This is an optimization exercise on Yosys and OpenROAD, whose aim is small area, not a production implementation. The RTL was checked by simulation tests, not by an equivalence proof against the original design. No activity file was given, so power comes from the tool's default toggle rates.

`flow/flow/run.sh`:
```
#!/bin/bash
# Own layout flow: the standard layout (standard.sh, standard synthesis included) with two
# changes to how the layout is made:
#  - the clock tree is built without dummy balancing loads (CTS -dont_use_dummy_load), with the
#    same sink clustering and buffer list as config.mk asks for;
#  - the port buffers that the standard flow puts on every input and output are buf_1 cells.
# make's full output goes to standard.log here; ORFS keeps each step's log under orfs/logs.
set -euo pipefail
cd "$(dirname "$0")/.."
cat >> config.mk <<'EOT'
export CTS_ARGS = -sink_clustering_enable -repair_clock_nets -sink_clustering_size 18 -sink_clustering_max_diameter 45 -buf_list sky130_fd_sc_hd__clkbuf_8 -dont_use_dummy_load
export BUFFER_PORTS_ARGS = -buffer_cell sky130_fd_sc_hd__buf_1
EOT
bash standard.sh finish > standard.log 2>&1
```
`flow/config.mk`:
```
export PLATFORM = sky130hd
export DESIGN_NAME = OpdDemodulator
export DESIGN_NICKNAME = OpdDemodulator
export VERILOG_FILES = /design/flow/design.v
export SDC_FILE = /design/flow/constraint.sdc
export NUM_CORES = 4
export LEC_CHECK = 0
export CAP_MARGIN = 20
export CORE_MARGIN = 2
export CORE_UTILIZATION = 70
export CTS_BUF_LIST = sky130_fd_sc_hd__clkbuf_8
export CTS_CLUSTER_DIAMETER = 45
export CTS_CLUSTER_SIZE = 18
export PLACE_DENSITY = 0.8
export SLEW_MARGIN = 20
export CTS_ARGS = -sink_clustering_enable -repair_clock_nets -sink_clustering_size 18 -sink_clustering_max_diameter 45 -buf_list sky130_fd_sc_hd__clkbuf_8 -dont_use_dummy_load
export BUFFER_PORTS_ARGS = -buffer_cell sky130_fd_sc_hd__buf_1
```
`flow/standard.sh`:
```
#!/bin/bash
# synth_recipe.tcl (not shown) runs the flow's synth.tcl, then flattens the netlist and writes it again
# the make line also repeats each setting of config.mk as NAME=value (left out here)
make -C /OpenROAD-flow-scripts/flow DESIGN_CONFIG=/design/flow/config.mk WORK_HOME=/design/flow/orfs CLKGATE_MAP_FILE= SYNTH_SCRIPT=/design/flow/synth_recipe.tcl "${@:-finish}"
```
`flow/constraint.sdc`:
```
create_clock -name core_clock -period 15.0 [get_ports {clk}]
set_input_delay 3.0000 -clock core_clock [delete_from_list [all_inputs] [get_ports {clk}]]
set_output_delay 3.0000 -clock core_clock [all_outputs]
set_load 0.01 [all_outputs]
```
`flow/design.v`:
```
module OpdDemodulator (
    input logic clk,
    input logic reset,
    input logic tick_i,
    input logic signed [23:0] ref_i,   
    input logic signed [23:0] sig_i,   
    output logic signed [23:0] x_o,
    output logic signed [23:0] y_o,
    output logic signed [31:0] phi_o,
    output logic signed [24:0] r_o,
    output logic done_o
);
  localparam int W = 29;
  function automatic logic [2:0] ldig(input logic [4:0] k, input logic [3:0] j);
    case ({k, j})
      {5'd0, 4'd2}: ldig = 3'b010;
      {5'd0, 4'd3}: ldig = 3'b111;
      {5'd0, 4'd4}: ldig = 3'b010;
      {5'd1, 4'd0}: ldig = 3'b010;
      {5'd1, 4'd1}: ldig = 3'b110;
      {5'd1, 4'd2}: ldig = 3'b011;
      {5'd1, 4'd4}: ldig = 3'b110;
      {5'd1, 4'd5}: ldig = 3'b010;
      {5'd2, 4'd0}: ldig = 3'b010;
      {5'd2, 4'd4}: ldig = 3'b111;
      {5'd2, 4'd5}: ldig = 3'b110;
      {5'd2, 4'd6}: ldig = 3'b010;
      {5'd3, 4'd0}: ldig = 3'b010;
      {5'd3, 4'd3}: ldig = 3'b111;
      {5'd3, 4'd5}: ldig = 3'b011;
      {5'd3, 4'd6}: ldig = 3'b010;
      {5'd4, 4'd0}: ldig = 3'b110;
      {5'd4, 4'd1}: ldig = 3'b011;
      {5'd4, 4'd2}: ldig = 3'b010;
      {5'd4, 4'd3}: ldig = 3'b010;
      {5'd4, 4'd4}: ldig = 3'b110;
      {5'd4, 4'd5}: ldig = 3'b110;
      {5'd4, 4'd6}: ldig = 3'b110;
      {5'd4, 4'd7}: ldig = 3'b010;
      {5'd5, 4'd0}: ldig = 3'b110;
      {5'd5, 4'd2}: ldig = 3'b110;
      {5'd5, 4'd3}: ldig = 3'b011;
      {5'd5, 4'd4}: ldig = 3'b110;
      {5'd5, 4'd7}: ldig = 3'b010;
      {5'd6, 4'd0}: ldig = 3'b111;
      {5'd6, 4'd1}: ldig = 3'b011;
      {5'd6, 4'd2}: ldig = 3'b111;
      {5'd6, 4'd3}: ldig = 3'b110;
      {5'd6, 4'd4}: ldig = 3'b011;
      {5'd6, 4'd5}: ldig = 3'b010;
      {5'd6, 4'd7}: ldig = 3'b010;
      {5'd7, 4'd0}: ldig = 3'b110;
      {5'd7, 4'd1}: ldig = 3'b010;
      {5'd7, 4'd3}: ldig = 3'b010;
      {5'd7, 4'd4}: ldig = 3'b010;
      {5'd7, 4'd5}: ldig = 3'b111;
      {5'd7, 4'd6}: ldig = 3'b110;
      {5'd7, 4'd7}: ldig = 3'b010;
      {5'd8, 4'd3}: ldig = 3'b010;
      {5'd8, 4'd4}: ldig = 3'b111;
      {5'd8, 4'd5}: ldig = 3'b011;
      {5'd8, 4'd6}: ldig = 3'b010;
      {5'd8, 4'd7}: ldig = 3'b110;
      {5'd9, 4'd0}: ldig = 3'b010;
      {5'd9, 4'd2}: ldig = 3'b110;
      {5'd9, 4'd3}: ldig = 3'b010;
      {5'd9, 4'd4}: ldig = 3'b111;
      {5'd9, 4'd5}: ldig = 3'b011;
      {5'd9, 4'd7}: ldig = 3'b010;
      {5'd9, 4'd8}: ldig = 3'b110;
      {5'd10, 4'd0}: ldig = 3'b110;
      {5'd10, 4'd1}: ldig = 3'b110;
      {5'd10, 4'd4}: ldig = 3'b110;
      {5'd10, 4'd6}: ldig = 3'b010;
      {5'd10, 4'd7}: ldig = 3'b111;
      {5'd10, 4'd8}: ldig = 3'b110;
      {5'd11, 4'd1}: ldig = 3'b110;
      {5'd11, 4'd2}: ldig = 3'b010;
      {5'd11, 4'd3}: ldig = 3'b010;
      {5'd11, 4'd5}: ldig = 3'b110;
      {5'd11, 4'd6}: ldig = 3'b110;
      {5'd11, 4'd8}: ldig = 3'b011;
      {5'd11, 4'd9}: ldig = 3'b110;
      {5'd12, 4'd0}: ldig = 3'b110;
      {5'd12, 4'd1}: ldig = 3'b010;
      {5'd12, 4'd3}: ldig = 3'b010;
      {5'd12, 4'd5}: ldig = 3'b110;
      {5'd12, 4'd7}: ldig = 3'b110;
      {5'd12, 4'd8}: ldig = 3'b011;
      {5'd12, 4'd9}: ldig = 3'b110;
      {5'd13, 4'd0}: ldig = 3'b010;
      {5'd13, 4'd2}: ldig = 3'b111;
      {5'd13, 4'd4}: ldig = 3'b110;
      {5'd13, 4'd5}: ldig = 3'b110;
      {5'd13, 4'd6}: ldig = 3'b110;
      {5'd13, 4'd7}: ldig = 3'b011;
      {5'd13, 4'd8}: ldig = 3'b111;
      {5'd14, 4'd1}: ldig = 3'b010;
      {5'd14, 4'd2}: ldig = 3'b111;
      {5'd14, 4'd4}: ldig = 3'b110;
      {5'd14, 4'd6}: ldig = 3'b010;
      {5'd14, 4'd7}: ldig = 3'b010;
      {5'd15, 4'd2}: ldig = 3'b010;
      {5'd15, 4'd3}: ldig = 3'b010;
      {5'd15, 4'd4}: ldig = 3'b111;
      {5'd15, 4'd5}: ldig = 3'b010;
      {5'd15, 4'd7}: ldig = 3'b111;
      {5'd15, 4'd9}: ldig = 3'b010;
      {5'd16, 4'd0}: ldig = 3'b010;
      {5'd16, 4'd1}: ldig = 3'b110;
      {5'd16, 4'd2}: ldig = 3'b010;
      {5'd16, 4'd4}: ldig = 3'b111;
      {5'd16, 4'd5}: ldig = 3'b011;
      {5'd16, 4'd7}: ldig = 3'b110;
      {5'd16, 4'd9}: ldig = 3'b011;
      {5'd17, 4'd1}: ldig = 3'b110;
      {5'd17, 4'd2}: ldig = 3'b110;
      {5'd17, 4'd4}: ldig = 3'b110;
      {5'd17, 4'd7}: ldig = 3'b011;
      {5'd17, 4'd9}: ldig = 3'b110;
      {5'd17, 4'd10}: ldig = 3'b010;
      {5'd18, 4'd0}: ldig = 3'b111;
      {5'd18, 4'd1}: ldig = 3'b110;
      {5'd18, 4'd3}: ldig = 3'b011;
      {5'd18, 4'd4}: ldig = 3'b111;
      {5'd18, 4'd5}: ldig = 3'b010;
      {5'd18, 4'd6}: ldig = 3'b010;
      {5'd18, 4'd7}: ldig = 3'b110;
      {5'd18, 4'd8}: ldig = 3'b010;
      {5'd18, 4'd10}: ldig = 3'b010;
      {5'd19, 4'd0}: ldig = 3'b110;
      {5'd19, 4'd2}: ldig = 3'b010;
      {5'd19, 4'd4}: ldig = 3'b111;
      {5'd19, 4'd6}: ldig = 3'b011;
      {5'd19, 4'd7}: ldig = 3'b110;
      {5'd19, 4'd9}: ldig = 3'b010;
      {5'd19, 4'd10}: ldig = 3'b010;
      {5'd20, 4'd0}: ldig = 3'b110;
      {5'd20, 4'd1}: ldig = 3'b110;
      {5'd20, 4'd2}: ldig = 3'b010;
      {5'd20, 4'd4}: ldig = 3'b110;
      {5'd20, 4'd5}: ldig = 3'b011;
      {5'd20, 4'd6}: ldig = 3'b110;
      {5'd20, 4'd8}: ldig = 3'b010;
      {5'd20, 4'd9}: ldig = 3'b010;
      {5'd20, 4'd10}: ldig = 3'b010;
      default: ldig = 3'b000;
    endcase
  endfunction
  function automatic logic [2:0] hdig(input logic [3:0] k, input logic [3:0] j);
    case ({k, j})
      {4'd1, 4'd1}: hdig = 3'b110;
      {4'd1, 4'd2}: hdig = 3'b110;
      {4'd1, 4'd3}: hdig = 3'b011;
      {4'd1, 4'd5}: hdig = 3'b010;
      {4'd1, 4'd6}: hdig = 3'b110;
      {4'd1, 4'd7}: hdig = 3'b110;
      {4'd2, 4'd1}: hdig = 3'b111;
      {4'd2, 4'd3}: hdig = 3'b011;
      {4'd2, 4'd4}: hdig = 3'b110;
      {4'd2, 4'd5}: hdig = 3'b010;
      {4'd2, 4'd6}: hdig = 3'b111;
      {4'd2, 4'd7}: hdig = 3'b010;
      {4'd2, 4'd8}: hdig = 3'b111;
      {4'd3, 4'd0}: hdig = 3'b111;
      {4'd3, 4'd1}: hdig = 3'b010;
      {4'd3, 4'd2}: hdig = 3'b010;
      {4'd3, 4'd4}: hdig = 3'b110;
      {4'd3, 4'd7}: hdig = 3'b010;
      {4'd3, 4'd8}: hdig = 3'b010;
      {4'd3, 4'd9}: hdig = 3'b111;
      {4'd4, 4'd0}: hdig = 3'b010;
      {4'd4, 4'd1}: hdig = 3'b111;
      {4'd4, 4'd2}: hdig = 3'b011;
      {4'd4, 4'd3}: hdig = 3'b110;
      {4'd4, 4'd4}: hdig = 3'b011;
      {4'd4, 4'd9}: hdig = 3'b110;
      {4'd4, 4'd10}: hdig = 3'b110;
      {4'd5, 4'd1}: hdig = 3'b110;
      {4'd5, 4'd2}: hdig = 3'b110;
      {4'd5, 4'd3}: hdig = 3'b110;
      {4'd5, 4'd4}: hdig = 3'b110;
      {4'd5, 4'd5}: hdig = 3'b010;
      {4'd5, 4'd6}: hdig = 3'b110;
      {4'd5, 4'd7}: hdig = 3'b010;
      {4'd5, 4'd8}: hdig = 3'b010;
      {4'd5, 4'd10}: hdig = 3'b110;
      {4'd5, 4'd11}: hdig = 3'b110;
      {4'd6, 4'd1}: hdig = 3'b010;
      {4'd6, 4'd2}: hdig = 3'b010;
      {4'd6, 4'd3}: hdig = 3'b010;
      {4'd6, 4'd4}: hdig = 3'b010;
      {4'd6, 4'd5}: hdig = 3'b110;
      {4'd6, 4'd6}: hdig = 3'b010;
      {4'd6, 4'd7}: hdig = 3'b110;
      {4'd6, 4'd8}: hdig = 3'b110;
      {4'd6, 4'd10}: hdig = 3'b010;
      {4'd6, 4'd11}: hdig = 3'b010;
      {4'd7, 4'd0}: hdig = 3'b110;
      {4'd7, 4'd1}: hdig = 3'b011;
      {4'd7, 4'd2}: hdig = 3'b111;
      {4'd7, 4'd3}: hdig = 3'b010;
      {4'd7, 4'd4}: hdig = 3'b111;
      {4'd7, 4'd9}: hdig = 3'b010;
      {4'd7, 4'd10}: hdig = 3'b010;
      {4'd8, 4'd0}: hdig = 3'b111;
      {4'd8, 4'd2}: hdig = 3'b110;
      {4'd8, 4'd4}: hdig = 3'b010;
      {4'd8, 4'd7}: hdig = 3'b110;
      {4'd8, 4'd8}: hdig = 3'b110;
      {4'd8, 4'd9}: hdig = 3'b011;
      {4'd9, 4'd1}: hdig = 3'b111;
      {4'd9, 4'd2}: hdig = 3'b010;
      {4'd9, 4'd3}: hdig = 3'b111;
      {4'd9, 4'd4}: hdig = 3'b010;
      {4'd9, 4'd5}: hdig = 3'b110;
      {4'd9, 4'd6}: hdig = 3'b011;
      {4'd9, 4'd7}: hdig = 3'b110;
      {4'd9, 4'd8}: hdig = 3'b011;
      {4'd10, 4'd1}: hdig = 3'b010;
      {4'd10, 4'd2}: hdig = 3'b010;
      {4'd10, 4'd3}: hdig = 3'b111;
      {4'd10, 4'd5}: hdig = 3'b110;
      {4'd10, 4'd6}: hdig = 3'b010;
      {4'd10, 4'd7}: hdig = 3'b010;
      default: hdig = 3'b000;
    endcase
  endfunction
  function automatic logic [23:0] fdel(input logic [23:0] v);
    if (!v[23] && (|v[22:0])) fdel = v - 24'd1;
    else if (v[23] && !(|v[22:0])) fdel = v + 24'd1;
    else fdel = v;
  endfunction
  function automatic logic [24:0] angle(input logic [4:0] i);   
    case (i)
      5'd0: angle = 25'd8388607;
      5'd1: angle = 25'd2097151;
      5'd2: angle = 25'd1238020;
      5'd3: angle = 25'd654136;
      5'd4: angle = 25'd332049;
      5'd5: angle = 25'd166669;
      5'd6: angle = 25'd83415;
      5'd7: angle = 25'd41718;
      5'd8: angle = 25'd20860;
      5'd9: angle = 25'd10430;
      5'd10: angle = 25'd5215;
      5'd11: angle = 25'd2607;
      5'd12: angle = 25'd1303;
      5'd13: angle = 25'd651;
      5'd14: angle = 25'd325;
      5'd15: angle = 25'd162;
      5'd16: angle = 25'd81;
      5'd17: angle = 25'd40;
      5'd18: angle = 25'd20;
      5'd19: angle = 25'd10;
      5'd20: angle = 25'd5;
      5'd21: angle = 25'd2;
      5'd22: angle = 25'd1;
      default: angle = 25'd0;
    endcase
  endfunction
  typedef enum logic [3:0] {
    S_IDLE, S_INS, S_CLOAD, S_CITER, S_PHASE, S_DONE, S_HIL, S_HSAT, S_PROD, S_PQ, S_LP, S_LPF
  } st_e;
  st_e st, st_n;
  logic [5:0] m, m_n;   
  logic [3:0] j, j_n;   
  logic [5:0] K, K_n;   
  logic par, par_n;   
  logic ins_r, ins_s, ins_pq, cap_a, cap_b;
  logic [5:0] cp, cp_n;   
  logic [3:0] cr0, cr1, cr0_n, cr1_n;   
  logic [3:0] cs, cs_n;   
  logic [39:0][22:0] pring, qring;
  logic [10:0][23:0] rring0, rring1;
  logic [11:0][23:0] sring;
  logic signed [W-1:0] accx, accy;
  logic [23:0] T, U;
  logic [24:0] PHI, PHI_n;
  logic pprev, pprev_n;   
  wire [22:0] ptap = pring[39];
  wire [22:0] qtap = qring[39];
  wire [23:0] r0tap = rring0[10];
  wire [23:0] r1tap = rring1[10];
  wire [23:0] stap = sring[11];
  wire ins_p_now = ins_pq && (cp == 6'd39);
  wire ins_r0_now = ins_r && !par && (cr0 == 4'd10);
  wire ins_r1_now = ins_r && par && (cr1 == 4'd10);
  wire ins_s_now = ins_s && (cs == 4'd11);
  always_ff @(posedge clk) begin
    pring <= {pring[38:0], ins_p_now ? T[22:0] : ptap};
    qring <= {qring[38:0], ins_p_now ? U[22:0] : qtap};
    rring0 <= {rring0[9:0], ins_r0_now ? T : r0tap};
    rring1 <= {rring1[9:0], ins_r1_now ? T : r1tap};
    sring <= {sring[10:0], ins_s_now ? fdel(U) : stap};
  end
  always_comb begin
    if (reset) begin
      cp_n = '0;
      cr0_n = '0;
      cr1_n = '0;
      cs_n = '0;
    end else begin
      cp_n = (cp == 6'd39) ? (ins_p_now ? 6'd1 : 6'd0) : cp + 6'd1;
      cr0_n = (cr0 == 4'd10) ? (ins_r0_now ? 4'd1 : 4'd0) : cr0 + 4'd1;
      cr1_n = (cr1 == 4'd10) ? (ins_r1_now ? 4'd1 : 4'd0) : cr1 + 4'd1;
      cs_n = (cs == 4'd11) ? (ins_s_now ? 4'd1 : 4'd0) : cs + 4'd1;
    end
  end
  always_ff @(posedge clk) begin
    cp <= cp_n;
    cr0 <= cr0_n;
    cr1 <= cr1_n;
    cs <= cs_n;
  end
  localparam logic [1:0] A_ZERO = 2'd0, A_SHR2 = 2'd1, A_HOLD = 2'd2;
  localparam logic [1:0] B_RING = 2'd0, B_TU = 2'd1, B_CROSS = 2'd2, B_AUX = 2'd3;
  logic [1:0] c_asx, c_asy, c_bx, c_by;   
  logic [2:0] c_dx, c_dy;   
  logic [4:0] c_sa;   
  logic [1:0] asx, asy, bxs, bys;
  logic [2:0] dx, dy;
  logic [4:0] sa;
  wire [23:0] rtap_h = par ? r1tap : r0tap;   
  wire [23:0] rtap_a = par ? r0tap : r1tap;   
  wire [3:0] cr_a = par ? cr0 : cr1;
  wire [3:0] cr_hn = par_n ? cr1_n : cr0_n;
  wire [5:0] kl = (m_n == 6'd40) ? 6'd0 : cp_n + 6'd1;   
  wire [5:0] klf = (kl > 6'd20) ? 6'd40 - kl : kl;   
  wire [2:0] ld = (kl < K_n) ? ldig(klf[4:0], j_n) : 3'b000;
  wire [2:0] hd = ({1'b0, cr_hn, 1'b0} < K_n) ? hdig(cr_hn, j_n) : 3'b000;
  logic [2:0] pd;
  always_comb begin
    case ({PHI_n[1:0], pprev_n})
      3'b001, 3'b010: pd = 3'b010;
      3'b011: pd = 3'b011;
      3'b100: pd = 3'b111;
      3'b101, 3'b110: pd = 3'b110;
      default: pd = 3'b000;
    endcase
  end
  wire signed [W-1:0] nx, ny;
  wire flip_n = ny[24];   
  always_comb begin
    asx = A_HOLD;
    asy = A_HOLD;
    bxs = B_RING;
    bys = B_RING;
    dx = 3'b000;
    dy = 3'b000;
    sa = 5'd0;
    case (st_n)
      S_CLOAD, S_CITER: begin
        if (st_n == S_CLOAD) begin
          asx = A_ZERO;
          asy = A_ZERO;
        end
        bxs = B_CROSS;
        bys = B_CROSS;
        dx = {flip_n, 2'b10};
        dy = {(st_n == S_CLOAD) ? flip_n : !flip_n, 2'b10};
        sa = m_n[4:0];
      end
      S_PHASE: begin
        asy = (m_n == 6'd0) ? A_ZERO : A_HOLD;
        bys = B_AUX;
        dy = (m_n == 6'd0) ? {PHI_n[0], PHI_n[1], 1'b0} : {!PHI_n[0], 2'b10};
        sa = 5'd1;
      end
      S_HIL: begin
        asx = (m_n == 6'd0) ? ((j_n == 4'd0) ? A_ZERO : A_SHR2) : A_HOLD;
        bxs = B_AUX;
        dx = hd;
        sa = {4'd0, !hd[0]};
      end
      S_PROD: begin
        asx = (j_n == 4'd0) ? A_ZERO : A_SHR2;
        asy = asx;
        bxs = B_TU;
        bys = B_TU;
        dx = pd;
        dy = dx;
        sa = {4'd0, !dx[0]};
      end
      S_LP: begin
        asx = (m_n == 6'd0) ? ((j_n == 4'd0) ? A_ZERO : A_SHR2) : A_HOLD;
        asy = asx;
        bxs = (m_n == 6'd40) ? B_TU : B_RING;
        bys = bxs;
        dx = ld;
        dy = ld;
        sa = {4'd0, !ld[0]};
      end
      S_LPF: begin
        asx = A_SHR2;
        asy = A_SHR2;
      end
      default: ;
    endcase
  end
  always_ff @(posedge clk) begin
    c_asx <= asx;
    c_asy <= asy;
    c_bx <= bxs;
    c_by <= bys;
    c_dx <= dx;
    c_dy <= dy;
    c_sa <= sa;
  end
  logic signed [24:0] srcx, srcy;
  always_comb begin
    case (c_bx)
      B_RING: srcx = 25'($signed(ptap));
      B_TU: srcx = 25'($signed(T));
      B_CROSS: srcx = accy[24:0];
      default: srcx = 25'($signed(rtap_h));
    endcase
    case (c_by)
      B_RING: srcy = 25'($signed(qtap));
      B_TU: srcy = 25'($signed(U));
      B_CROSS: srcy = accx[24:0];
      default: srcy = angle(m[4:0]);
    endcase
  end
  function automatic logic [W-1:0] rca(input logic [W-1:0] a, input logic [W-1:0] b, input logic cin);
    logic c;
    c = cin;
    for (int i = 0; i < W; i++) begin
      rca[i] = a[i] ^ b[i] ^ c;
      c = (a[i] & b[i]) | (c & (a[i] ^ b[i]));
    end
  endfunction
  function automatic logic signed [W-1:0] lane(input logic [1:0] as, input logic signed [W-1:0] acc,
                                               input logic signed [24:0] src, input logic [4:0] sa,
                                               input logic z, input logic neg);
    logic signed [W-1:0] a, b, sh;
    logic signed [25:0] v;
    sh = acc >>> 2;
    a = (as == A_ZERO) ? '0 : (as == A_SHR2) ? sh : acc;
    v = $signed({src, 1'b0}) >>> sa;   
    b = z ? '0 : W'(v);
    lane = rca(a, neg ? ~b : b, neg);
  endfunction
  assign nx = lane(c_asx, accx, srcx, c_sa, !c_dx[1], c_dx[2]);
  assign ny = lane(c_asy, accy, srcy, c_sa, !c_dy[1], c_dy[2]);
  wire hpos = !accx[W-1] && (|accx[W-2:24]);
  wire hneg = accx[W-1] && !(&accx[W-2:24]);
  wire [23:0] hsat = hpos ? 24'h7fffff : hneg ? 24'h800000 : accx[24:1];
  wire xpos = !accx[24] && (|accx[23:1]);
  wire sig_c = !accy[24];   
  always_ff @(posedge clk) begin
    if (reset) begin
      accx <= '0;
      accy <= '0;
    end else begin
      accx <= nx;
      accy <= ny;
    end
  end
  always_comb begin
    st_n = st;
    m_n = m;
    j_n = j;
    K_n = K;
    par_n = par;
    PHI_n = PHI;
    pprev_n = 1'b0;
    case (st)
      S_IDLE: begin
        if (tick_i) begin
          m_n = 6'd2;
          par_n = !par;
          if (K != 6'd63) K_n = K + 6'd1;
          st_n = S_INS;
        end
      end
      S_INS: begin
        if (!ins_r && !ins_s) st_n = S_CLOAD;
      end
      S_CLOAD: begin
        PHI_n = {accy[24], !xpos, 23'd0};   
        m_n = 6'd1;
        st_n = S_CITER;
      end
      S_CITER: begin
        PHI_n = {sig_c, PHI[24:1]};   
        m_n = m + 6'd1;
        if (m == 6'd23) begin
          m_n = '0;
          st_n = S_PHASE;
        end
      end
      S_PHASE: begin
        PHI_n = (m == 6'd0) ? {2'b00, PHI[24:2]} : {1'b0, PHI[24:1]};
        m_n = m + 6'd1;
        if (m == 6'd23) st_n = S_DONE;
      end
      S_DONE: begin
        m_n = '0;
        j_n = '0;
        st_n = S_HIL;
      end
      S_HIL: begin
        if (m == 6'd10) begin
          m_n = '0;
          j_n = j + 4'd1;
          if (j == 4'd11) st_n = S_HSAT;
        end else m_n = m + 6'd1;
        if (cap_b && cs == 4'd11) PHI_n = {(K > 6'd11) ? stap : 24'd0, 1'b0};
      end
      S_HSAT: begin
        j_n = '0;
        st_n = S_PROD;
      end
      S_PROD: begin
        PHI_n = $signed(PHI) >>> 2;
        pprev_n = PHI[1];
        j_n = j + 4'd1;
        if (j == 4'd12) st_n = S_PQ;
      end
      S_PQ: begin
        m_n = '0;
        j_n = '0;
        st_n = S_LP;
      end
      S_LP: begin
        if (m == 6'd40) begin
          m_n = '0;
          j_n = j + 4'd1;
          if (j == 4'd10) st_n = S_LPF;
        end else m_n = m + 6'd1;
      end
      S_LPF: st_n = S_IDLE;
      default: st_n = S_IDLE;
    endcase
    if (reset) begin
      st_n = S_IDLE;
      K_n = '0;
      par_n = 1'b0;
      m_n = '0;
      j_n = '0;
    end
  end
  always_ff @(posedge clk) begin
    st <= st_n;
    m <= m_n;
    j <= j_n;
    K <= K_n;
    par <= par_n;
    PHI <= PHI_n;
    pprev <= pprev_n;
  end
  always_ff @(posedge clk) begin
    if (reset) begin
      ins_r <= 1'b0;
      ins_s <= 1'b0;
      ins_pq <= 1'b0;
      cap_a <= 1'b0;
      cap_b <= 1'b0;
    end else begin
      if (ins_p_now) ins_pq <= 1'b0;
      if (ins_r0_now || ins_r1_now) ins_r <= 1'b0;
      if (ins_s_now) ins_s <= 1'b0;
      case (st)
        S_IDLE: begin
          if (tick_i) begin
            T <= ref_i;
            U <= sig_i;
            ins_r <= 1'b1;
            ins_s <= 1'b1;
          end
        end
        S_CLOAD: begin
          T <= accx[24:1];
          U <= accy[24:1];
        end
        S_DONE: begin
          cap_a <= 1'b1;
          cap_b <= 1'b1;
        end
        S_HSAT: U <= hsat;
        S_PQ: begin
          T <= accx[24:1];
          U <= accy[24:1];
        end
        S_LPF: ins_pq <= 1'b1;
        default: ;
      endcase
      if (st == S_HIL) begin
        if (cap_a && cr_a == 4'd5) begin
          T <= (K > 6'd11) ? fdel(rtap_a) : 24'd0;
          cap_a <= 1'b0;
        end
        if (cap_b && cs == 4'd11) cap_b <= 1'b0;
      end
    end
  end
  assign done_o = (st == S_DONE);
  assign x_o = T;
  assign y_o = U;
  assign r_o = accx[24:0];
  assign phi_o = 32'($signed(accy[24:0]));
endmodule
```
==> results.json, run 1 <==
{
  "routability_cong": 0.905,
  "dp_hpwl_um": 109000,
  "floorplan.initialDensity_pct": 70.8,
  "fmax_mhz": 68.5,
  "sequential_power_share_pct": 66.0,
  "count_of_endpoints_failing_setup_in_the_final_report": 0,
  "tritoncts_clock_tree": "done",
  "maxSlewViolCount": 0,
  "synth-seq-cells": 2870,
  "timing.max_cap.violations": 0,
  "layout.cells.most_common": "sky130_fd_sc_hd__dfxtp_1",
  "share_of_the_clock_period_used_by_the_worst_path_after_layout_pct": 97.3,
  "leading_cell_types_in_the_layout_fill_and_taps_excluded": "sky130_fd_sc_hd__dfxtp_1 (2792), sky130_fd_sc_hd__nand2_1 (362), sky130_fd_sc_hd__o21ai_0 (211), sky130_fd_sc_hd__nor2_1 (203), sky130_fd_sc_hd__clkbuf_8 (198)",
  "yosys_warnings": 1,
  "antenna_found_initial": 9,
  "design_power_total_mw": 11.9,
  "critical_path_peak_fanout": 6,
  "portBuffers": 156,
  "numPlacedInstances": 6664,
  "drc": 0,
  "max_slew_margin_pct": 21.4,
  "cts_root_buf": "sky130_fd_sc_hd__clkbuf_8",
  "rows": 119,
  "tritoncts.num_buffers": 198,
  "antenna_left": 0,
  "ys_async_sr_fraction_pct": 0,
  "synth-edff-count": 71,
  "int_power_mw": 9.14,
  "share_of_power_burned_in_the_clock_network_pct": 28.1,
  "synth.yosys.seq_area_share_pct": 77.8,
  "post_route_cells_drive_above_1_share_pct": 9.78,
  "die_w_um": 331,
  "syn_inst": 5291,
  "cts.clk_slew.worst_paths_ns": 0.09,
  "synth_top_cell_by_area": "sky130_fd_sc_hd__dfxtp_1",
  "worst-endpoint-arrival_ns": 15.32,
  "timing.critical_path.required_ns": 15.73,
  "leakage_nw": 30.9,
  "filler_cell_count": 6029,
  "timing_worst_slew_pin_value_ns": 1.16,
  "via_per_inst": 5.54,
  "clk_latency_ns": 0.94,
  "io_pins": 157,
  "total_wirelength_um": 163000,
  "htree_num_levels": 4,
  "num-nets-final": 5615,
  "yosys-top-cells-area": "sky130_fd_sc_hd__dfxtp_1 (75%), sky130_fd_sc_hd__edfxtp_1 (2.9%), sky130_fd_sc_hd__mux2_2 (2.1%)",
  "syn_to_final_growth_pct": 6.17,
  "worstSetupStartpointType": "flip-flop",
  "postSynthAreaPerCell_um2": 14.1,
  "global_route_usage_over_all_layers_pct": 29.8,
  "combPwrFrac_pct": 5.9,
  "overflow": 0,
  "run_status": "complete, no violations",
  "vias": 38100,
  "critical_path.max_stage_delay_ns": 0.53,
  "yosys-mux-area-fraction_pct": 5.45,
  "via_count_of_the_first_global_routing_pass": 38500,
  "yosys_most_used_dff": "sky130_fd_sc_hd__dfxtp_1",
  "coreArea_mm2": 0.106,
  "buffers_from_clock_root_to_sink_at_most": 3,
  "synth_compound_gate_area_share_pct": 5.66,
  "worst_path_max_delay_cell": "sky130_fd_sc_hd__mux4_2",
  "final.setup.tns_ns": 0,
  "avgRoutedWirePerCell_um": 23.7,
  "chipHeight_um": 331,
  "drtPass1Iterations": 8,
  "p_sw_share_pct": 23.1,
  "die_area_mm2": 0.109,
  "grt_start_max_net_pins": 75,
  "hold_viol": 0,
  "worst_hold_path_type": "reg2reg",
  "grt_first_pass_wirelength_um": 241000,
  "ir_worst_vdd_v": 0.000137,
  "worstSetupPathType": "reg2reg",
  "postCtsSetupRepairBufs": 0,
  "detailedRoute.firstIterationViolations": 3482,
  "xor_xnor_portion_of_the_synthesized_cell_area_pct": 1.37,
  "cts.sinks": 2870,
  "net-switching-power_mw": 2.75,
  "adder_cell_fraction_of_synth_area_pct": 2.05,
  "critical_path.most_common_cell": "sky130_fd_sc_hd__fa_1",
  "yosysUniqueCellTypes": 99,
  "synth_top_area_share_pct": 75.0,
  "cell_area_after_technology_mapping_mm2": 0.0747,
  "timing.critical_path.to_type": "flip-flop",
  "powerDensity_mw_per_mm2": 150,
  "final.setup_skew_ns": 0.113,
  "period_minus_slack_ns": 14.59,
  "syn_nets": 5431,
  "unrepaired_setup_endpoints_after_global_routing": "false",
  "synth_top_family_by_area": "compound AO/OA/AOI/OAI gates",
  "synthSimpleGateAreaFrac_pct": 5.51,
  "fin_cells": 6870
}
==> critical path, delay by kind of cell, from the launching register on <==
family          cells  cell delay, ns
fa+ha+maj          27           11.45
mux                 3            1.09
compound gates      3            0.59
xor+xnor            3            0.43
flops               1            0.42
buf+inv             3            0.33
simple gates        2            0.12
==> worst paths after layout <==
path	startpoint	slack, ns	to	cells past startpoint
worst max-delay path	c_by[0]	0.41	accy[28]	41
worst min register to register	qring[850]	0.29	qring[873]	0
worst min-delay path	qring[850]	0.29	qring[873]	0
worst max register to register	c_by[0]	0.41	accy[28]	41
==> state kept, by name (all words and copies together) (netlist names), 25 cells and up, named ones only <==
register and cells:
PHI 25, rring0 264, qring 920, accy 29
sring 288, pring 920, rring1 264, accx 29
==> cell families (layout without fill, tap and decap cells) <==
family | Yosys count | in the layout
adder cells (fa/ha/maj) | 90 | 90
other | 0 | 6
multiplexers | 327 | 327
AO/OA/AOI/OAI | 654 | 654
buffers and inverters | 345 | 527
XOR/XNOR | 117 | 117
AND/OR/NAND/NOR | 888 | 888
flip-flops | 2870 | 2870
==> synth_stat cells, drive strengths merged, types with 65 or more instances <==
cell type and n:
a21oi 161, buf 131, clkbuf 134, dfxtp 2799
edfxtp 71, inv 75, mux2 137, mux2i 140
nand2 364, nand3 75, nor2 206, o21ai 217
xnor2 65
==> cell type report <==
type	count	area, um2	share of cell area, %
tap	1391	1740	2.19
inverter	80	300	0.378
clock buffer	198	2730	3.43
sequential	2870	58200	73.3
antenna	6	15.0	0.0189
timing repair buffer	249	1350	1.70
multi-input combinational	2076	15100	19.0
==> stage by stage <==
step	setup WS, ns	util [%]	hold slack (ns)	area [um2]
final	0.412	75.2	0.287	79400
after global routing	0.0167	75.2	0.269	79400
after CTS	0.186	75.1	0.253	79300
after detailed placement	0.204	72.5	0.312	76500
after global placement	0.289	72.5	0.310	76500
after floorplan	0.342	-	0.310	74700
==> power groups by stage <==
stage	Sequential (mW)	Clock [mW]	Combinational, mW
2_1_floorplan	7.96	0	0.469
3_3_place_gp	8.00	0	0.675
3_5_place_dp	8.01	0	0.684
4_1_cts	7.84	3.39	0.692
5_1_grt	7.85	3.64	0.752
6_report	7.84	3.34	0.707
==> timing repair <==
item | in CTS | in global routing
endpoints found under the setup margin | 0 | 1
gates resized for setup | 0 | 6
hold buffers | 0 | 0
==> metal layers <==
layer	GRT usage (%)	up-vias	part of all wire (%)	wire, um
li1	-	17800	-	-
met1	40.1	18400	42	68700
met2	48.0	1482	47	76100
met3	5.80	346	7.1	11600
met4	12.0	0	4.1	6610
met5	0	-	0	0
==> inputs of run 2 (changes only) <==
--- a/flow/config.mk
+++ b/flow/config.mk
@@ -5,6 +5,7 @@
 export SDC_FILE = /design/flow/constraint.sdc
 export NUM_CORES = 4
 export LEC_CHECK = 0
+export ABC_AREA = 1
 export CAP_MARGIN = 20
 export CORE_MARGIN = 2
 export CORE_UTILIZATION = 70
==> run 2 against run 1 <==
Against the previous run:
- via count rose by 11%
- first-iteration DRC count rose by 40%
- register-to-register slack improved by 0.28 ns
- setup slack improved by 0.28 ns
- area after synthesis fell by 0.79%
- global-route usage rose by 3.5 points
- largest cell class unchanged
==> results.json, run 2 <==
{
  "sequential_power_share_pct": 64.8,
  "layout_top_registers": "pring: 920 flops, qring: 920 flops, sring: 288 flops",
  "grt_first_pass_wirelength_um": 263000,
  "filler_cell_count": 6180,
  "synth-seq-cells": 2870,
  "worstSetupPathType": "reg2reg",
  "antenna_left": 0,
  "drc": 0,
  "syn_to_final_growth_pct": 6.18,
  "chipHeight_um": 329,
  "ir_worst_vdd_v": 0.000133,
  "share_of_power_burned_in_the_clock_network_pct": 27.4,
  "avgRoutedWirePerCell_um": 24.1,
  "yosys_most_used_dff": "sky130_fd_sc_hd__dfxtp_1",
  "synth_top_cell_by_area": "sky130_fd_sc_hd__dfxtp_1",
  "leading_cell_types_in_the_layout_fill_and_taps_excluded": "sky130_fd_sc_hd__dfxtp_1 (2796), sky130_fd_sc_hd__nand2_1 (771), sky130_fd_sc_hd__inv_1 (438), sky130_fd_sc_hd__o21ai_0 (398), sky130_fd_sc_hd__nor2_1 (276)",
  "timing_worst_slew_pin_value_ns": 1.16,
  "layout.cells.most_common": "sky130_fd_sc_hd__dfxtp_1",
  "cts.sinks": 2870,
  "crit-reg2reg-launch": "c_by[0]",
  "yosys_warnings": 1,
  "floorplan.initialDensity_pct": 70.5,
  "syn_inst": 5950,
  "yosysUniqueCellTypes": 61,
  "max_slew_margin_pct": 22.9,
  "detailed_route_wirelength_on_metal3_um": 16600,
  "synth_top_area_share_pct": 75.6,
  "worst_hold_path.num_cells": 0,
  "drtPass1Iterations": 14,
  "critical_path.max_stage_delay_ns": 0.47,
  "critical_path.reg2reg.endpoint": "accy[28]",
  "post_route_cells_drive_above_1_share_pct": 5.78,
  "hold_viol": 0,
  "synth-edff-count": 71,
  "hold_start": "rring1[33]",
  "share_of_the_clock_period_used_by_the_worst_path_after_layout_pct": 95.4,
  "leakage_nw": 32.0,
  "cts_root_buf": "sky130_fd_sc_hd__clkbuf_8",
  "p_sw_share_pct": 24.5,
  "syn_nets": 6090,
  "worst_path_max_delay_cell": "sky130_fd_sc_hd__fa_1",
  "period_minus_slack_ns": 14.31,
  "critical_path_peak_fanout": 8,
  "total_wirelength_um": 182000,
  "routed-wl-met2_um": 83100,
  "setup.reg_to_reg.worst_slack_ns": 0.69,
  "tritoncts.num_buffers": 198,
  "coreArea_mm2": 0.105,
  "htree_num_levels": 4,
  "hold_end": "rring1[57]",
  "overflow": 0,
  "die_area_mm2": 0.109,
  "portBuffers": 156,
  "critical_path.most_common_cell": "sky130_fd_sc_hd__fa_1",
  "yosys-top-cells-area": "sky130_fd_sc_hd__dfxtp_1 (76%), sky130_fd_sc_hd__nand2_1 (3.9%), sky130_fd_sc_hd__edfxtp_1 (2.9%)",
  "global_route_usage_over_all_layers_pct": 33.3,
  "synth.top_cells.by_count": "sky130_fd_sc_hd__dfxtp_1 (2799), sky130_fd_sc_hd__nand2_1 (773), sky130_fd_sc_hd__inv_1 (439)",
  "worstSetupStartpointType": "flip-flop",
  "net-switching-power_mw": 2.97,
  "worst-endpoint-arrival_ns": 15.13,
  "hold_buffers": 0,
  "numPlacedInstances": 7333,
  "final.setup_skew_ns": 0.120,
  "design_power_total_mw": 12.1,
  "via_count_of_the_first_global_routing_pass": 42100,
  "timing.critical_path.to_type": "flip-flop",
  "combPwrFrac_pct": 7.8,
  "antenna_found_initial": 19,
  "powerDensity_mw_per_mm2": 154,
  "routability_cong": 0.966,
  "buffers_from_clock_root_to_sink_at_most": 3,
  "postSynthAreaPerCell_um2": 12.5,
  "count_of_endpoints_failing_setup_in_the_final_report": 0,
  "synth.yosys.seq_area_share_pct": 78.4,
  "int_power_mw": 9.17,
  "rows": 119,
  "fmax_mhz": 69.9,
  "num-nets-final": 6286,
  "cts.clk_slew.worst_paths_ns": 0.10,
  "clk_latency_ns": 0.93,
  "top_signal_layer_used": "met5",
  "grt_start_max_net_pins": 81,
  "ys_async_sr_fraction_pct": 0,
  "die_w_um": 329,
  "fin_cells": 7540,
  "unrepaired_setup_endpoints_after_global_routing": "false",
  "cell_area_after_technology_mapping_mm2": 0.0742,
  "worst_hold_path_type": "reg2reg",
  "via_per_inst": 5.58,
  "vias": 42100,
  "timing.critical_path.required_ns": 15.82,
  "tritoncts_clock_tree": "done",
  "timing.max_cap.violations": 0,
  "io_pins": 157,
  "timing.reg2reg.worst_path_depth": 45,
  "maxSlewViolCount": 0,
  "run_status": "complete, no violations",
  "detailedRoute.firstIterationViolations": 4863,
  "detail_route.wirelength.met1_um": 72700,
  "dp_hpwl_um": 130000,
  "yosysMostFrequentCell": "sky130_fd_sc_hd__dfxtp_1"
}
run 2: worst max path at each step:
stage                 start        to  slack, ns
floorplan           c_by[1]  accy[28]       1.07
global placement    c_by[1]  accy[28]       0.24
detailed placement  c_by[1]  accy[28]      -0.05
CTS                 c_by[0]  accy[28]        0.1
global route        c_by[0]  accy[28]      0.003
finish              c_by[0]  accy[28]       0.69
run 2: power groups by stage:
stage	clock (mW)	combinational [mW]	sequential (mW)
2_1_floorplan	0	0.563	7.98
3_3_place_gp	0	0.879	8.02
3_5_place_dp	0	0.901	8.03
4_1_cts	3.36	0.913	7.86
5_1_grt	3.62	1.01	7.87
6_report	3.33	0.950	7.87
run 2: what timing repair did:
item / 4_1_cts / 5_1_grt
resized for setup: 1 / 32
cloned: 0 / 1
pin swaps: 0 / 4
endpoints found under the setup margin: 1 / 5
setup buffers: 0 / 2
run 2: layout make-up:
type / count / area, um2 / area share, %
Sequential cell: 2870 / 58200 / 73.9
Tap cell: 1391 / 1740 / 2.21
Antenna cell: 5 / 12.5 / 0.0159
Multi-Input combinational cell: 2397 / 13200 / 16.8
Clock buffer: 198 / 2730 / 3.46
Inverter: 457 / 1720 / 2.18
Timing Repair Buffer: 222 / 1130 / 1.44
run 2: cell families (layout without fill, tap and decap cells):
logic type	after synthesis	count (layout)	share of synthesized area [%]
AO/OA/AOI/OAI	842	842	6.62
adder cells (fa/ha/maj)	89	89	2.05
buffers and inverters	683	877	3.83
XOR/XNOR	84	84	1.02
AND/OR/NAND/NOR	1350	1350	7.60
multiplexers	32	32	0.452
flip-flops	2870	2870	78.4
other	0	5	0
run 2: routing by layer:
layer,GRT usage [%],up-vias
met5,0,-
met4,15.4,2
met3,8.02,554
met2,53.2,2142
met1,43.3,20100
li1,-,19300
run 2: worst max-delay path: cells and delay by family, from the launching register on:
| kind | cells | cell delay [ns] |
|---|---|---|
| and+or+nand+nor | 5 | 0.86 |
| muxes | 1 | 0.20 |
| buffers and inverters | 4 | 0.42 |
| AOI/OAI and AO/OA | 7 | 0.75 |
| DFF | 1 | 0.40 |
| xor gates and xnor gates | 1 | 0.18 |
| adders and majority gates | 27 | 11.41 |
run 2: through the flow:
step                worst slack [ns]  cell area [um2]  utilization, %  TNS (ns)  hold slack, ns
finish                         0.692            78700            74.9         0           0.269
global route                 0.00289            78700            74.9         0           0.272
CTS                           0.0980            78600            74.8         0           0.262
detailed placement           -0.0461            75900            72.2   -0.0461           0.312
global placement               0.238            75900            72.2         0           0.310
floorplan                       1.07            74200               -         0           0.310
==> inputs of run 3 (changes only) <==
--- a/flow/config.mk
+++ b/flow/config.mk
@@ -8,11 +8,11 @@
 export ABC_AREA = 1
 export CAP_MARGIN = 20
 export CORE_MARGIN = 2
-export CORE_UTILIZATION = 70
+export CORE_UTILIZATION = 65
 export CTS_BUF_LIST = sky130_fd_sc_hd__clkbuf_8
 export CTS_CLUSTER_DIAMETER = 45
 export CTS_CLUSTER_SIZE = 18
-export PLACE_DENSITY = 0.8
+export PLACE_DENSITY = 0.75
 export SLEW_MARGIN = 20
 export CTS_ARGS = -sink_clustering_enable -repair_clock_nets -sink_clustering_size 18 -sink_clustering_max_diameter 45 -buf_list sky130_fd_sc_hd__clkbuf_8 -dont_use_dummy_load
 export BUFFER_PORTS_ARGS = -buffer_cell sky130_fd_sc_hd__buf_1
==> run 3 against run 2 <==
Against the previous run:
- sequential power is essentially flat
- via count shrank 4.7%
- hold slack gained 0.00057 ns
- flip-flop and latch count is the same
- global-route usage shrank 4.9 points
==> results.json, run 3 <==
{
  "worstPathBufferInverterCount": 5,
  "timing_worst_slew_pin_value_ns": 1.19,
  "postSynthAreaPerCell_um2": 12.5,
  "portBuffers": 156,
  "num-nets-final": 6279,
  "syn_nets": 6090,
  "synth-seq-cells": 2870,
  "post_route_cells_drive_above_1_share_pct": 5.64,
  "worst_path_max_delay_cell": "sky130_fd_sc_hd__fa_1",
  "drc": 0,
  "yosysUniqueCellTypes": 61,
  "powerDensity_mw_per_mm2": 153,
  "synth.top_cells.by_count": "sky130_fd_sc_hd__dfxtp_1 (2799), sky130_fd_sc_hd__nand2_1 (773), sky130_fd_sc_hd__inv_1 (439)",
  "unrepaired_setup_endpoints_after_global_routing": "false",
  "period_minus_slack_ns": 14.41,
  "final.setup.tns_ns": 0,
  "critical_path.max_stage_delay_ns": 0.48,
  "cp_top_family": "adder cells",
  "cts.sinks": 2870,
  "leakage_nw": 32.0,
  "run_status": "complete, no violations",
  "via_per_inst": 5.25,
  "worst_hold_path_type": "reg2reg",
  "buffers_from_clock_root_to_sink_at_most": 3,
  "worstSetupPathType": "reg2reg",
  "timing.critical_path.required_ns": 15.83,
  "share_of_the_clock_period_used_by_the_worst_path_after_layout_pct": 96.1,
  "syn_inst": 5950,
  "cts_root_buf": "sky130_fd_sc_hd__clkbuf_8",
  "floorplan.initialDensity_pct": 65.7,
  "net-switching-power_mw": 2.91,
  "design_area_mm2": 0.0788,
  "drtPass1Iterations": 6,
  "cell_area_after_technology_mapping_mm2": 0.0742,
  "critical_path_peak_fanout": 12,
  "p_sw_share_pct": 24.1,
  "placed_area_mm2": 0.0760,
  "int_power_mw": 9.17,
  "register_area_mm2": 0.0582,
  "grt_first_pass_wirelength_um": 244000,
  "rows": 123,
  "ys_async_sr_fraction_pct": 0,
  "layout_top_registers": "pring: 920 flops, qring: 920 flops, sring: 288 flops",
  "maxSlewViolCount": 0,
  "antenna_left": 0,
  "final_core_utilization_pct": 69.8,
  "ir_worst_vdd_v": 0.000120,
  "worst-endpoint-arrival_ns": 15.24,
  "dp_hpwl_um": 121000,
  "timing.max_cap.violations": 0,
  "grt_start_max_net_pins": 81,
  "routability_cong": 0.955,
  "timing.critical_path.to_type": "flip-flop",
  "vias": 40100,
  "tritoncts.num_buffers": 198,
  "overflow": 0,
  "via_count_of_the_first_global_routing_pass": 39300,
  "synth_top_cell_by_area": "sky130_fd_sc_hd__dfxtp_1",
  "synth-edff-count": 71,
  "io_pins": 157,
  "cts.clk_slew.worst_paths_ns": 0.11,
  "combPwrFrac_pct": 7.6,
  "yosys_most_used_dff": "sky130_fd_sc_hd__dfxtp_1",
  "share_of_power_burned_in_the_clock_network_pct": 27.3,
  "count_of_endpoints_failing_setup_in_the_final_report": 0,
  "hold_viol": 0,
  "antenna_found_initial": 16,
  "final.setup_skew_ns": 0.106,
  "numPlacedInstances": 7438,
  "yosysMostFrequentCell": "sky130_fd_sc_hd__dfxtp_1",
  "yosys-top-cells-area": "sky130_fd_sc_hd__dfxtp_1 (76%), sky130_fd_sc_hd__nand2_1 (3.9%), sky130_fd_sc_hd__edfxtp_1 (2.9%)",
  "worstSetupStartpointType": "flip-flop",
  "tritoncts_clock_tree": "done",
  "fin_cells": 7640,
  "die_area_mm2": 0.117,
  "hold_buffers": 0,
  "die_w_um": 342,
  "sequential_power_share_pct": 65.1,
  "max_slew_margin_pct": 20.6,
  "fmax_mhz": 69.4,
  "critical_path.most_common_cell": "sky130_fd_sc_hd__fa_1",
  "leading_cell_types_in_the_layout_fill_and_taps_excluded": "sky130_fd_sc_hd__dfxtp_1 (2796), sky130_fd_sc_hd__nand2_1 (771), sky130_fd_sc_hd__inv_1 (438), sky130_fd_sc_hd__o21ai_0 (406), sky130_fd_sc_hd__nor2_1 (276)",
  "avgRoutedWirePerCell_um": 21.8,
  "clk_latency_ns": 0.92,
  "total_wirelength_um": 166000,
  "filler_cell_count": 7636,
  "layout.cells.most_common": "sky130_fd_sc_hd__dfxtp_1",
  "area_of_the_multi_input_gates_mm2": 0.0132,
  "synth_top_area_share_pct": 75.6,
  "detailedRoute.firstIterationViolations": 3798,
  "chipHeight_um": 342,
  "global_route_usage_over_all_layers_pct": 28.4,
  "syn_to_final_growth_pct": 6.25,
  "coreArea_mm2": 0.113,
  "yosys_warnings": 1,
  "synth.yosys.seq_area_share_pct": 78.4,
  "htree_num_levels": 4
}
run 3: power groups by stage:
stage | combinational (mW) | clock (mW) | sequential (mW)
4_1_cts | 0.898 | 3.37 | 7.86
6_report | 0.923 | 3.30 | 7.86
3_5_place_dp | 0.893 | 0 | 8.03
3_3_place_gp | 0.892 | 0 | 8.03
5_1_grt | 0.996 | 3.63 | 7.87
2_1_floorplan | 0.563 | 0 | 7.98
run 3: repair_timing:
action | 4_1_cts | 5_1_grt
endpoints found under the setup margin | 0 | 3
buffers inserted | 0 | 1
gates resized for setup | 0 | 18
run 3: final timing paths:
path / startpoint / end / slack [ns] / depth (start not counted)
setup reg to reg: c_by[0] / accy[28] / 0.59 / 46
hold reg to reg: rring0[126] / rring0[150] / 0.27 / 0
setup / recovery: c_by[0] / accy[28] / 0.59 / 46
hold / removal: rring0[126] / rring0[150] / 0.27 / 0
run 3: final cells by class:
cell class	instances	share of cell area, %
Antenna cell	3	0.00953
Clock buffer	198	3.46
Inverter	457	2.18
Multi-Input combinational cell	2397	16.8
Sequential cell	2870	73.8
Tap cell	1500	2.38
Timing Repair Buffer	215	1.35
run 3: per-layer routing:
| metal | share of wire [%] | track usage (%) | vias to the layer above |
|---|---|---|---|
| met1 | 45 | 41.0 | 19200 |
| met3 | 7.6 | 5.97 | 287 |
| met5 | 0.0078 | 0 | - |
| met2 | 44 | 43.3 | 1413 |
| met4 | 2.9 | 8.76 | 2 |
| li1 | - | - | 19200 |
run 3: cells by family (layout without fill, tap and decap cells):
family | count (synthesis) | count (layout) | share of synthesized area, %
XOR/XNOR | 84 | 84 | 1.02
flip-flops | 2870 | 2870 | 78.4
adder cells (fa/ha/maj) | 89 | 89 | 2.05
multiplexers | 32 | 32 | 0.452
AO/OA/AOI/OAI | 842 | 842 | 6.62
other | 0 | 3 | 0
AND/OR/NAND/NOR | 1350 | 1350 | 7.60
buffers and inverters | 683 | 870 | 3.83
run 3: through the flow:
step	hold slack, ns	setup WS [ns]	power, mW
2_1_floorplan	0.310	1.07	8.55
5_1_grt	0.269	0.000128	12.5
3_3_place_gp	0.309	0.442	8.92
4_1_cts	0.276	0.208	12.1
3_5_place_dp	0.312	0.130	8.93
6_report	0.269	0.592	12.1
==> inputs of run 4 (changes only) <==
--- a/flow/flow/run.sh
+++ b/flow/flow/run.sh
@@ -8,7 +8,7 @@
 set -euo pipefail
 cd "$(dirname "$0")/.."
 cat >> config.mk <<'EOT'
-export CTS_ARGS = -sink_clustering_enable -repair_clock_nets -sink_clustering_size 18 -sink_clustering_max_diameter 45 -buf_list sky130_fd_sc_hd__clkbuf_8 -dont_use_dummy_load
+export CTS_ARGS = -sink_clustering_enable -repair_clock_nets -sink_clustering_size 20 -sink_clustering_max_diameter 45 -buf_list sky130_fd_sc_hd__clkbuf_8 -dont_use_dummy_load
 export BUFFER_PORTS_ARGS = -buffer_cell sky130_fd_sc_hd__buf_1
 EOT
 bash standard.sh finish > standard.log 2>&1
==> flow/config.mk (replaced) <==
export PLATFORM = sky130hd
export DESIGN_NAME = OpdDemodulator
export DESIGN_NICKNAME = OpdDemodulator
export VERILOG_FILES = /design/flow/design.v
export SDC_FILE = /design/flow/constraint.sdc
export NUM_CORES = 4
export LEC_CHECK = 0
export ABC_AREA = 1
export CAP_MARGIN = 20
export CORE_MARGIN = 2
export CORE_UTILIZATION = 60
export CTS_BUF_LIST = sky130_fd_sc_hd__clkbuf_8
export CTS_CLUSTER_DIAMETER = 45
export CTS_CLUSTER_SIZE = 20
export PLACE_DENSITY = 0.7
export SLEW_MARGIN = 20
export CTS_ARGS = -sink_clustering_enable -repair_clock_nets -sink_clustering_size 20 -sink_clustering_max_diameter 45 -buf_list sky130_fd_sc_hd__clkbuf_8 -dont_use_dummy_load
export BUFFER_PORTS_ARGS = -buffer_cell sky130_fd_sc_hd__buf_1
==> run 4 against run 3 <==
Against the previous run:
- area after synthesis stayed put
- clock power is 2% lower
- largest cell class unchanged
- fmax is 0.92% higher
- hold slack better by 0.0026 ns
- die area is 8.2% higher
- clock skew is 0.0040 ns higher
- flip-flop and latch count stayed put
- critical endpoint unchanged
- critical path type unchanged
- non-clock buffer count is 8 higher
==> results.json, run 4 <==
{
  "p_sw_share_pct": 23.9,
  "worst_path_max_delay_cell": "sky130_fd_sc_hd__fa_1",
  "synth-seq-cells": 2870,
  "avgRoutedWirePerCell_um": 20.4,
  "routability_cong": 0.952,
  "worst_hold_path_type": "reg2reg",
  "layout.cells.most_common": "sky130_fd_sc_hd__dfxtp_1",
  "critical_path.most_common_cell": "sky130_fd_sc_hd__fa_1",
  "maxSlewViolCount": 0,
  "antenna_left": 0,
  "count_of_endpoints_failing_setup_in_the_final_report": 0,
  "yosysUniqueCellTypes": 61,
  "ir_worst_vdd_v": 0.000136,
  "worstSetupStartpointType": "flip-flop",
  "fmax_mhz": 70.0,
  "via_count_of_the_first_global_routing_pass": 37400,
  "leakage_nw": 32.0,
  "leading_cell_types_in_the_layout_fill_and_taps_excluded": "sky130_fd_sc_hd__dfxtp_1 (2796), sky130_fd_sc_hd__nand2_1 (772), sky130_fd_sc_hd__inv_1 (438), sky130_fd_sc_hd__o21ai_0 (404), sky130_fd_sc_hd__nor2_1 (275)",
  "tritoncts.num_buffers": 192,
  "post_route_cells_drive_above_1_share_pct": 5.65,
  "worst_hold_path.num_cells": 0,
  "synth_top_area_share_pct": 75.6,
  "syn_nets": 6090,
  "grt_start_max_net_pins": 81,
  "tritoncts_clock_tree": "done",
  "numPlacedInstances": 7568,
  "io_pins": 157,
  "chipHeight_um": 356,
  "critical_path.reg2reg.endpoint": "accy[28]",
  "coreArea_mm2": 0.122,
  "hold_end": "qring[749]",
  "design_power_total_mw": 12.0,
  "synth_top_cell_by_area": "sky130_fd_sc_hd__dfxtp_1",
  "rows": 128,
  "floorplan.initialDensity_pct": 60.7,
  "die_area_mm2": 0.126,
  "hold_viol": 0,
  "period_minus_slack_ns": 14.28,
  "area_of_the_multi_input_gates_mm2": 0.0132,
  "net-switching-power_mw": 2.87,
  "sequential_power_share_pct": 65.4,
  "overflow": 0,
  "synth-edff-count": 71,
  "critical_path.max_stage_delay_ns": 0.48,
  "antenna_found_initial": 20,
  "htree_num_levels": 4,
  "portBuffers": 156,
  "ys_async_sr_fraction_pct": 0,
  "global_route_usage_over_all_layers_pct": 24.9,
  "cell_area_after_technology_mapping_mm2": 0.0742,
  "clk_latency_ns": 0.93,
  "total_wirelength_um": 158000,
  "run_status": "complete, no violations",
  "powerDensity_mw_per_mm2": 152,
  "grt_first_pass_wirelength_um": 233000,
  "syn_inst": 5950,
  "synth.top_cells.by_count": "sky130_fd_sc_hd__dfxtp_1 (2799), sky130_fd_sc_hd__nand2_1 (773), sky130_fd_sc_hd__inv_1 (439)",
  "buffers_from_clock_root_to_sink_at_most": 3,
  "postSynthAreaPerCell_um2": 12.5,
  "die_w_um": 356,
  "yosysMostFrequentCell": "sky130_fd_sc_hd__dfxtp_1",
  "final.setup_skew_ns": 0.110,
  "timing.critical_path.to_type": "flip-flop",
  "register_area_mm2": 0.0582,
  "final_core_utilization_pct": 64.6,
  "share_of_power_burned_in_the_clock_network_pct": 26.8,
  "max_slew_margin_pct": 20.3,
  "timing.max_cap.violations": 0,
  "yosys_most_used_dff": "sky130_fd_sc_hd__dfxtp_1",
  "fin_cells": 7770,
  "drc": 0,
  "critical_path_peak_fanout": 19,
  "filler_cell_count": 9228,
  "drtPass1Iterations": 8,
  "worst-endpoint-arrival_ns": 15.12,
  "crit-reg2reg-launch": "c_by[0]",
  "synth.yosys.seq_area_share_pct": 78.4,
  "num-nets-final": 6281,
  "cts.sinks": 2870,
  "cts_root_buf": "sky130_fd_sc_hd__clkbuf_8",
  "combPwrFrac_pct": 7.7,
  "cts.clk_slew.worst_paths_ns": 0.11,
  "detailedRoute.firstIterationViolations": 3998,
  "timing.critical_path.required_ns": 15.84,
  "share_of_the_clock_period_used_by_the_worst_path_after_layout_pct": 95.2,
  "timing_worst_slew_pin_value_ns": 1.19,
  "int_power_mw": 9.14,
  "syn_to_final_growth_pct": 6.42,
  "yosys-top-cells-area": "sky130_fd_sc_hd__dfxtp_1 (76%), sky130_fd_sc_hd__nand2_1 (3.9%), sky130_fd_sc_hd__edfxtp_1 (2.9%)",
  "setup.reg_to_reg.worst_slack_ns": 0.72,
  "worstSetupPathType": "reg2reg",
  "vias": 39600,
  "hold_start": "qring[726]",
  "yosys_warnings": 1,
  "via_per_inst": 5.10,
  "layout_top_registers": "pring: 920 flops, qring: 920 flops, sring: 288 flops",
  "hold_buffers": 0,
  "dp_hpwl_um": 115000,
  "timing.reg2reg.worst_path_depth": 47
}
## run 4: changes by cell type in the layout (fill, tap and decap cells not counted), sizes merged
cell,delta
buf,+8
clkbuf,-6
diode,+3
## run 4: logic make-up (layout without fill, tap and decap cells)
| logic type | Yosys count | after routing | share of synthesized area [%] |
|---|---|---|---|
| adders and majority gates | 89 | 89 | 2.05 |
| muxes | 32 | 32 | 0.452 |
| buffers and inverters | 683 | 872 | 3.83 |
| and+or+nand+nor | 1350 | 1350 | 7.60 |
| other | 0 | 6 | 0 |
| AOI/OAI and AO/OA | 842 | 842 | 6.62 |
| xor gates and xnor gates | 84 | 84 | 1.02 |
| DFF | 2870 | 2870 | 78.4 |
## run 4: worst max-delay path by stage
stage	startpoint	to	slack [ns]
finish	c_by[0]	accy[28]	0.72
global route	c_by[0]	accy[28]	-0.04
CTS	c_by[1]	accy[28]	0.23
detailed placement	c_by[1]	accy[28]	0.19
global placement	c_by[1]	accy[28]	0.33
floorplan	c_by[1]	accy[28]	1.07
## run 4: final cells by class
cell class                 count  share of cell area [%]
timing repair buffer         223                    1.43
multi-input combinational   2397                    16.7
tap                         1625                    2.58
sequential                  2870                    73.7
inverter                     457                    2.17
antenna                        6                  0.0190
clock buffer                 192                    3.35
## run 4: stage by stage
step                      hold WS (ns)  setup WS [ns]  cell area (um2)  TNS, ns
after floorplan                  0.310           1.07            74200        0
after global placement           0.309          0.332            76200        0
after detailed placement         0.312          0.195            76200        0
after CTS                        0.268          0.232            78800        0
after global routing             0.271        -0.0394            78900  -0.0394
final                            0.272          0.724            78900        0
## run 4: power groups by stage
stage	Combinational, mW	Sequential [mW]	Clock (mW)
finish	0.928	7.86	3.22
global route	1.01	7.87	3.60
CTS	0.912	7.86	3.33
detailed placement	0.907	8.03	0
global placement	0.909	8.03	0
floorplan	0.563	7.98	0
## run 4: critical path, delay by kind of cell (launching register included)
family                     cells  cell delay [ns]
DFF                            1             0.38
buffers and inverters          3             0.34
muxes                          1             0.21
and+or+nand+nor                7             0.83
xor gates and xnor gates       1             0.19
adders and majority gates     27            11.37
AOI/OAI and AO/OA              8             0.92
## run 4: layer usage
metal / GRT usage (%) / wire (um) / vias to the layer above
met5: 0 / 12 / -
met1: 37.3 / 75300 / 18800
met4: 7.43 / 4050 / 2
met2: 36.0 / 66000 / 1337
li1: - / - / 19200
met3: 5.96 / 12800 / 241
## run 4: what timing repair did
| item | CTS | global route |
|---|---|---|
| gates resized for setup | 0 | 19 |
| buffers inserted | 0 | 4 |
| endpoints found under the setup margin | 0 | 3 |

## separate check: timing with driven ports
How much do the figures lean on ideal ports? The routed layouts below were timed once more, with nothing changed but the port constraints.
Step 1 sets driving cells, clkbuf_16 on the clock port and buf_2 on the other inputs (assumed; they add their load-dependent delay and slew).
Step 2, shift: input delay + t, output delay - t, t = (earliest + latest rising clock arrival at the registers) / 2. This alone moves slack from input paths to output paths.
a / b / c = no drivers / after step 1 / after step 2; a / b = the first two.
| run | shift t [ns] | setup slack, ns | slew at the worst register clock pin (ns) |
|---|---|---|---|
| run 1 | 0.960 | 0.412 / 0.412 / 0.412 | 0.11 / 0.11 |
| run 2 | 0.946 | 0.692 / 0.692 / 0.692 | 0.11 / 0.11 |
| run 3 | 0.937 | 0.592 / 0.592 / 0.592 | 0.12 / 0.12 |
| run 4 | 0.952 | 0.724 / 0.724 / 0.724 | 0.11 / 0.11 |
After both steps setup and hold are still met in every run listed.
